Context: an optimization exercise on an open-source flow, tuned for small area, a short achievable clock period and few clock cycles per item. The choices shown serve that exercise and are no tape-out recipe.
Function was checked by simulation only, so behaviour that the tests miss may differ from the original.

## flow/design.v (module list and top-level ports; edited modules follow where they fit)
// module multiplierBlock: 3460 lines
// module boothOneN: 6 lines
// module boothTwoN: 6 lines
// module boothLsbN: 6 lines
// module boothEnc0: 8 lines
// module boothXor: 6 lines
// module boothSelN: 6 lines
// module boothSel: 6 lines
// module cpaKill: 6 lines
// module cpaProp: 6 lines
// module gpA: 7 lines
// module gA: 6 lines
// module gpO: 7 lines
// module gO: 6 lines
// module halfAdderNs: 6 lines
// module halfAdderNc: 6 lines
// module fullAdder: 7 lines
// module halfAdder: 7 lines
// module systolicArray: 24 lines
// module dataOrchestrator: 2 lines
// module matrixMultiplierSmall: 27 lines
module matrixMultiplierSmall #(
    parameter int WIDTH = 16,
    parameter int N = 3
)(
    input  logic        clk,
    input  logic        rst_n,
    input  logic        start,
    input  logic [N*N*WIDTH-1:0] matrixA,
    input  logic [N*N*WIDTH-1:0] matrixB,
    output logic [N*N*2*WIDTH-1:0] resultMatrix,
    output logic        done
);
  // ...
==> flow/flow/run.sh <==
#!/bin/bash
# The standard layout, with two changes:
# - the ports are buffered by buf_4 cells instead of the slow delay buffers
#   buffer_ports picks by default;
# - after the standard synthesis, the a21oi_2 and o21ai_2 cells that ABC sized
#   up inside the small prefix-merge modules go back to their _1 sizes (the
#   same functions); the layout's timing repair sizes up the ones that need it.
set -e
cp standard.sh standard.sh.txt
echo "export BUFFER_PORTS_ARGS = -buffer_cell sky130_fd_sc_hd__buf_4" >> "$FLOW_CONFIG"
RES="$PWD/orfs/results/$FLOW_PLATFORM/matrixMultiplierSmall/base"
bash standard.sh "$RES/1_2_yosys.v" > synth.log 2>&1
python3 flow/downsize.py "$RES/1_2_yosys.v" > downsize.log 2>&1
bash standard.sh > standard.log 2>&1
==> flow/flow/downsize.py <==
#!/usr/bin/env python3
"""Swap sized-up AOI/OAI cells in the synthesized netlist for their _1 sizes."""
import re, sys
path = sys.argv[1]
t = open(path).read()
swaps = {'sky130_fd_sc_hd__a21oi_2': 'sky130_fd_sc_hd__a21oi_1',
         'sky130_fd_sc_hd__o21ai_2': 'sky130_fd_sc_hd__o21ai_1'}
for old, new in swaps.items():
    n = len(re.findall(r'\b%s\b' % old, t))
    t = re.sub(r'\b%s\b' % old, new, t)
    print(f'{old} -> {new}: {n}')
open(path, 'w').write(t)
==> flow/standard.sh <==
#!/bin/bash
# synth_recipe.tcl (not shown) runs the flow's synth.tcl, then flattens the netlist and writes it again
# the make line also repeats each setting of config.mk as NAME=value (left out here)
make -C /OpenROAD-flow-scripts/flow DESIGN_CONFIG=/design/flow/config.mk WORK_HOME=/design/flow/orfs CLKGATE_MAP_FILE= SYNTH_SCRIPT=/design/flow/synth_recipe.tcl "${@:-finish}"
==> flow/config.mk <==
export PLATFORM = sky130hd
export DESIGN_NAME = matrixMultiplierSmall
export DESIGN_NICKNAME = matrixMultiplierSmall
export VERILOG_FILES = /design/flow/design.v
export SDC_FILE = /design/flow/constraint.sdc
export NUM_CORES = 4
export LEC_CHECK = 0
export CAP_MARGIN = 20
export CORE_MARGIN = 2
export CORE_UTILIZATION = 46
export GPL_TIMING_DRIVEN = 0
export PLACE_DENSITY = 0.6
export SETUP_SLACK_MARGIN = 0.3
export SLEW_MARGIN = 20
export SYNTH_HIERARCHICAL = 1
export BUFFER_PORTS_ARGS = -buffer_cell sky130_fd_sc_hd__buf_4
==> flow/constraint.sdc <==
create_clock -name core_clock -period 8.0 [get_ports {clk}]
set_input_delay 1.6000 -clock core_clock [delete_from_list [all_inputs] [get_ports {clk}]]
set_output_delay 1.6000 -clock core_clock [all_outputs]
set_load 0.01 [all_outputs]
==> flow_metrics.tcl, run 1 <==
set metrics [dict create \
    ant_nets 0 \
    seq_area_share_pct 4.935 \
    syn_area_per_cell_um2 10.35 \
    path_class "in2reg" \
    vias 140279 \
    multi_input_area_share_pct 85.66 \
    end_kind "register" \
    antenna_found_initial 52 \
    fin_hold_ws_ps 1048 \
    postPlaceCellArea_um2 167500 \
    syn_to_final_growth_pct 13.95 \
    syn_area_um2 154200 \
    clkSinkCount 289 \
    crit_start "matrixB[69]" \
    routed_wl_um 680700 \
    hold_buffers 0 \
    largest_register "resultMatrix" \
    hold_viol 0 \
    status "finished clean" \
    reg_top3 "resultMatrix x288, done x1" \
    crit_path_max_incr_delay_ps 620 \
    synth_nets 18554 \
    numCtsBuffers 38 \
    grt_pass1_vias 140648 \
    cts_buffer_depth 3 \
    via_per_inst 6.900 \
    clock_area_share_pct 0.7159 \
    largest_reg_flops 288 \
    ctsResizeCount 340 \
    dr.pass1.iters 10 \
    clk_pin_slew_ps 70 \
    final_area_um2 175700 \
    start_util_pct 46.23 \
    crit_arrival_ps 8190 \
    nonClockBufferCount 971 \
]
Testbench counts, summed over its fixed seeds: cycles 1,608, items 1,600.
==> run 2, diff against run 1 <==
--- a/flow/config.mk
+++ b/flow/config.mk
@@ -7,10 +7,10 @@
 export LEC_CHECK = 0
 export CAP_MARGIN = 20
 export CORE_MARGIN = 2
-export CORE_UTILIZATION = 46
+export CORE_UTILIZATION = 40
 export GPL_TIMING_DRIVEN = 0
 export PLACE_DENSITY = 0.6
-export SETUP_SLACK_MARGIN = 0.3
+export SETUP_SLACK_MARGIN = 0.45
 export SLEW_MARGIN = 20
 export SYNTH_HIERARCHICAL = 1
 export BUFFER_PORTS_ARGS = -buffer_cell sky130_fd_sc_hd__buf_4
==> run 2 against run 1 <==
Still clean. Wire length down 2.0%. Hold slack better by 12 ps. First-iteration DRC count down 13%. Non-clock buffer count grew 45. Global-route usage fell by 6.1 points. Flip-flop and latch count is the same. Cell count up 3.4%. Via count shrank 0.70%. Maximum frequency increased by 2.1%.
==> flow_metrics.tcl, run 2 <==
set metrics [dict create \
    status "finished clean" \
    final_cell_mix "xor2_1, o22ai_1, fa_1, buf_4, nand2_1" \
    fp-row-count 227 \
    drt_iter0_drc 17909 \
    holdCritPathClass "in2reg" \
    wl_per_cell_um 31.73 \
    cts_tree "yes" \
    layout_commonest_cell "xor2_1" \
    relSlewSlack_pct 20.34 \
    fin_setup_tns_ps 0 \
    hold_buffers 0 \
    syn_area_per_cell_um2 10.35 \
    syn_to_final_growth_pct 15.16 \
    drc_errors 0 \
    worst-slew-pin-transition_ps 1191 \
    crit_arrival_ps 8050 \
    die_area_um2 390400 \
    finalSetupViolations 0 \
    period_minus_slack_ps 7589 \
    grt_max_degree 91 \
    post_synth_inst_count 14888 \
    htreeDepth 2 \
    reg_top3 "resultMatrix x288, done x1" \
    worst-path-max-fanout 36 \
    ant_nets 0 \
    fmax_ghz 0.1318 \
    die_w_um 624.8 \
    path_class "in2reg" \
    core_um2 382900 \
    routed_wl_um 667100 \
    start_kind "primary input" \
    start_util_pct 40.26 \
    ios 580 \
    track_usage_pct 32.75 \
    slew_violations 0 \
    clk_pin_slew_ps 60 \
    hold_viol 0 \
    end_kind "register" \
    grt_pass1_vias 139792 \
    cts_buffer_depth 3 \
    crit_required_ps 8460 \
    cts_root_buf "clkbuf_16" \
    largest_register "resultMatrix" \
    gp_congestion 0.9765 \
    ys_warn_count 7 \
    clkSinkCount 289 \
    synth_nets 18554 \
    drv_cap 0 \
    rsz0062_at_grt "true" \
    port_buffers 579 \
    syn_area_um2 154200 \
    layout.nets 19598 \
    period_share_pct 94.87 \
    dpl.hpwl_um 518700 \
    antenna_found_initial 50 \
    vias 139291 \
    grt_overflow 0 \
    fill_cells 36313 \
    dieHeight_um 624.8 \
    dr.pass1.iters 10 \
    via_per_inst 6.625 \
    grt_pass1_wl_um 947100 \
    numCtsBuffers 40 \
    largest_reg_flops 288 \
    drive_gt1_share_pct 10.71 \
]
run 2: cell type report:
cell class / count / area (um^2) / area share (%)
plain buffers: 18 / 135.1 / 0.07612
inverters: 135 / 506.7 / 0.2855
multi-input cells: 14450 / 150700 / 84.87
diodes: 27 / 67.56 / 0.03806
repair buffers: 998 / 9816 / 5.529
well taps: 5038 / 6304 / 3.551
clock buffers: 45 / 1020 / 0.5744
clock inverters: 25 / 342.8 / 0.1931
flip-flops and latches: 289 / 8668 / 4.883
run 2: per-stage QoR:
step / setup WS (ps) / instances / area, um^2 / hold slack (ps) / util [%]
floorplan: 631.5 / 14888 / 154200 / 1713 / -
finish: 410.7 / 21025 / 177500 / 1060 / 46.37
global placement: -2265 / 20505 / 164800 / 1807 / 43.05
global route: 391.8 / 21013 / 177500 / 1068 / 46.36
CTS: 450.7 / 20738 / 172500 / 1000 / 45.05
detailed placement: -1494 / 20603 / 168400 / 1807 / 43.98
run 2: final timing paths:
| path | from | end | slack, ps | cells after the start |
|---|---|---|---|---|
| worst max-delay path | matrixB[91] | resultMatrix[179] | 410 | 20 |
| worst min-delay path | rst_n | done | 1060 | 2 |
run 2: repair_timing:
action | 4_1_cts | 5_1_grt
resized for setup | 346 | 335
buffers inserted | 64 | 242
setup endpoints to repair | 185 | 149
cloned | 1 | 18
endpoints found under the hold margin | 0 | 0
pin swaps | 24 | 89
run 2: critical path, stage by stage:
cell and delay [ps]:
buf_16 150, nor3b_2 290, a21oi_4 300, buf_6 220, o22ai_1 110, fa_1 410
fa_1 530, fa_1 440, fa_1 400, fa_1 390, fa_1 470, fa_1 410
fa_1 530, xnor2_2 230, nor2_2 210, nand2_1 130, nor2_1 300, nand2_1 90
o21ai_1 220, xor2_2 440
run 2: routing by layer:
metal	GRT usage, %	vias up	part of all wire, %
li1	-	56616	-
met2	49.45	9996	43
met5	0	-	0.065
met1	42.37	70696	38
met3	10.29	1931	13
met4	16.22	52	6.3
==> run 3, diff against run 2 <==
==> flow/flow/run.sh (replaced) <==
#!/bin/bash
# The standard layout, with two changes:
# - the ports are buffered by buf_2 cells instead of the slow delay buffers
#   buffer_ports picks by default;
# - after the standard synthesis, the a21oi_2, o21ai_2 and a few NOR cells that
#   ABC sized up inside the small modules go back to their _1 sizes (the same
#   functions); the layout's timing repair sizes up the ones that need it.
set -e
cp standard.sh standard.sh.txt
echo "export BUFFER_PORTS_ARGS = -buffer_cell sky130_fd_sc_hd__buf_2" >> "$FLOW_CONFIG"
RES="$PWD/orfs/results/$FLOW_PLATFORM/matrixMultiplierSmall/base"
bash standard.sh "$RES/1_2_yosys.v" > synth.log 2>&1
python3 flow/downsize.py "$RES/1_2_yosys.v" > downsize.log 2>&1
bash standard.sh > standard.log 2>&1
--- a/flow/flow/downsize.py
+++ b/flow/flow/downsize.py
@@ -4,7 +4,9 @@
 path = sys.argv[1]
 t = open(path).read()
 swaps = {'sky130_fd_sc_hd__a21oi_2': 'sky130_fd_sc_hd__a21oi_1',
-         'sky130_fd_sc_hd__o21ai_2': 'sky130_fd_sc_hd__o21ai_1'}
+         'sky130_fd_sc_hd__o21ai_2': 'sky130_fd_sc_hd__o21ai_1',
+         'sky130_fd_sc_hd__nor2b_4': 'sky130_fd_sc_hd__nor2b_1',
+         'sky130_fd_sc_hd__nor2_2': 'sky130_fd_sc_hd__nor2_1'}
 for old, new in swaps.items():
     n = len(re.findall(r'\b%s\b' % old, t))
     t = re.sub(r'\b%s\b' % old, new, t)
--- a/flow/config.mk
+++ b/flow/config.mk
@@ -10,7 +10,7 @@
 export CORE_UTILIZATION = 40
 export GPL_TIMING_DRIVEN = 0
 export PLACE_DENSITY = 0.6
-export SETUP_SLACK_MARGIN = 0.45
+export SETUP_SLACK_MARGIN = 0.3
 export SLEW_MARGIN = 20
 export SYNTH_HIERARCHICAL = 1
-export BUFFER_PORTS_ARGS = -buffer_cell sky130_fd_sc_hd__buf_4
+export BUFFER_PORTS_ARGS = -buffer_cell sky130_fd_sc_hd__buf_2
==> run 3 against run 2 <==
First-iteration DRC count up 11%. Maximum frequency down 1.3%. Highest routed layer unchanged. Largest cell class unchanged. Wire length up 3.7%. Utilization up 0.12 points. Still clean on timing, DRC and antenna. Critical path type unchanged. Clock-buffer cell count up 3.
==> flow_metrics.tcl, run 3 <==
set metrics [dict create \
    dr.pass1.iters 8 \
    post_synth_inst_count 14888 \
    gr-usage-met1_pct 42.39 \
    holdCritPathClass "in2reg" \
    drc_errors 0 \
    start_util_pct 40.22 \
    crit_arrival_ps 8120 \
    dpl.hpwl_um 531900 \
    slew_violations 0 \
    largest_register "resultMatrix" \
    period_minus_slack_ps 7686 \
    cts_root_buf "clkbuf_16" \
    cts_buffer_depth 3 \
    hold_path.startpoint "rst_n" \
    syn_to_final_growth_pct 15.58 \
    wl_per_cell_um 32.74 \
    clk_pin_slew_ps 60 \
    die_w_um 624.2 \
    antenna_found_initial 62 \
    dieHeight_um 624.2 \
    crit_start "matrixA[56]" \
    reg_top3 "resultMatrix x288, done x1" \
    final_area_um2 177800 \
    htreeDepth 2 \
    final_util_pct 46.48 \
    grt_pass1_vias 143339 \
    port_buffers 579 \
    drive_gt1_share_pct 10.68 \
    drv_cap 0 \
    routed_wl_um 691500 \
    syn_area_per_cell_um2 10.33 \
    via_per_inst 6.707 \
    rsz0062_at_grt "true" \
    numCtsBuffers 44 \
    clkSinkCount 289 \
    fmax_ghz 0.1301 \
    hold_viol 0 \
    syn_area_um2 153900 \
    grt_overflow 0 \
    register_area_um2 8668 \
    cts_tree "yes" \
    fin_ws_ps 313.8 \
    finalSetupViolations 0 \
    layout.nets 19683 \
    period_share_pct 96.08 \
    layout_commonest_cell "xor2_1" \
    track_usage_pct 33.38 \
    core_um2 382600 \
    grt_max_degree 86 \
    pre_cts_slack_ps -1272 \
    fin_setup_tns_ps 0 \
    crit_required_ps 8440 \
    grt_pass1_wl_um 963500 \
    largest_reg_flops 288 \
    ios 580 \
    relSlewSlack_pct 11.62 \
    die_area_um2 389600 \
    vias 141664 \
    fill_cells 36246 \
    worst-path-max-fanout 24 \
    ant_nets 0 \
    start_kind "primary input" \
    ys_warn_count 7 \
    gp_congestion 0.9825 \
    synth_nets 18554 \
    multi_input_area_um2 150000 \
    fin_hold_ws_ps 1085 \
    worst-slew-pin-transition_ps 1326 \
    drt_iter0_drc 19802 \
    grtUsageMet3_pct 9.587 \
    path_class "in2reg" \
    final_cell_mix "xor2_1, o22ai_1, fa_1, nand2_1, o21ai_1" \
    status "finished clean" \
    use_met2_pct 50.87 \
    postPlaceCellArea_um2 169300 \
    fp-row-count 227 \
    end_kind "register" \
    busiest_layer "met2" \
]
-- run 3: final timing paths --
kind	to	cells after the start	slack [ps]
max	resultMatrix[154]	18	310
min	done	2	1080
-- run 3: layout make-up --
cell class	count	share of cell area, %
Multi-Input combinational cell	14456	84.34
Timing Repair Buffer	1073	6.022
Sequential cell	289	4.874
Tap cell	5038	3.545
Clock buffer	48	0.6276
Inverter	135	0.2850
Clock inverter	33	0.1822
Buffer	18	0.07599
Antenna cell	33	0.04644
-- run 3: per-layer routing --
metal	routed length [um]	up-vias
li1	-	56812
met1	254200	71741
met2	301200	10778
met3	82430	2291
met4	53270	42
met5	370	-
-- run 3: through the flow --
stage	instances
final	21123
after CTS	20815
after global placement	20505
after global routing	21116
after detailed placement	20704
after floorplan	14888
-- run 3: critical path: stages --
cell and delay, ps:
buf_4 600, xor2_1 600, o22ai_1 360, fa_1 520, fa_1 480, fa_1 440
fa_1 430, fa_1 490, fa_1 610, or2_1 290, xnor2_1 320, xnor2_2 230
o21ai_1 170, a21oi_1 240, o21ai_1 160, a21oi_1 150, o21ai_1 100, xor2_1 190
-- run 3: timing repair --
| item | in CTS | in global routing |
|---|---|---|
| hold buffers | 0 | 0 |
| setup endpoints to repair | 144 | 155 |
| cloned | 0 | 48 |
| pin swaps | 5 | 76 |
| buffers inserted | 30 | 217 |
| resized for setup | 159 | 402 |

[what the ideal ports hide]
How much do the figures lean on ideal ports? The routed layouts below were timed once more, with nothing changed but the port constraints. Step 1, drivers: a clkbuf_16 drives clk and a buf_2 each remaining input, both assumed. Step 2 adds t to the input delays and takes it off the output delays; t is the mean of the earliest and latest rising clock arrival at the registers after step 1. Input paths then give back, and output paths get back, about the clock's delay inside the block. a / b / c = no drivers / after step 1 / after step 2; a / b = the first two.
| run | t (ns) | setup WS [ns] | worst setup path at the end | slew at the worst register clock pin (ns) | pins driven straight from the clock port |
|---|---|---|---|---|---|
| run 1 | 0.831 | 0.253 / 0.190 / -0.640 | input to register | 0.09 / 0.09 | 1 |
| run 2 | 0.851 | 0.411 / 0.254 / -0.598 | input to register | 0.08 / 0.08 | 1 |
| run 3 | 0.851 | 0.314 / 0.274 / -0.577 | input to register | 0.10 / 0.10 | 1 |
Met with ideal ports but missed after step 2: setup timing in every run listed. The setup slack of run 2, which loses most, moves by -0.157 ns with the drivers and by -1.009 ns with both steps.
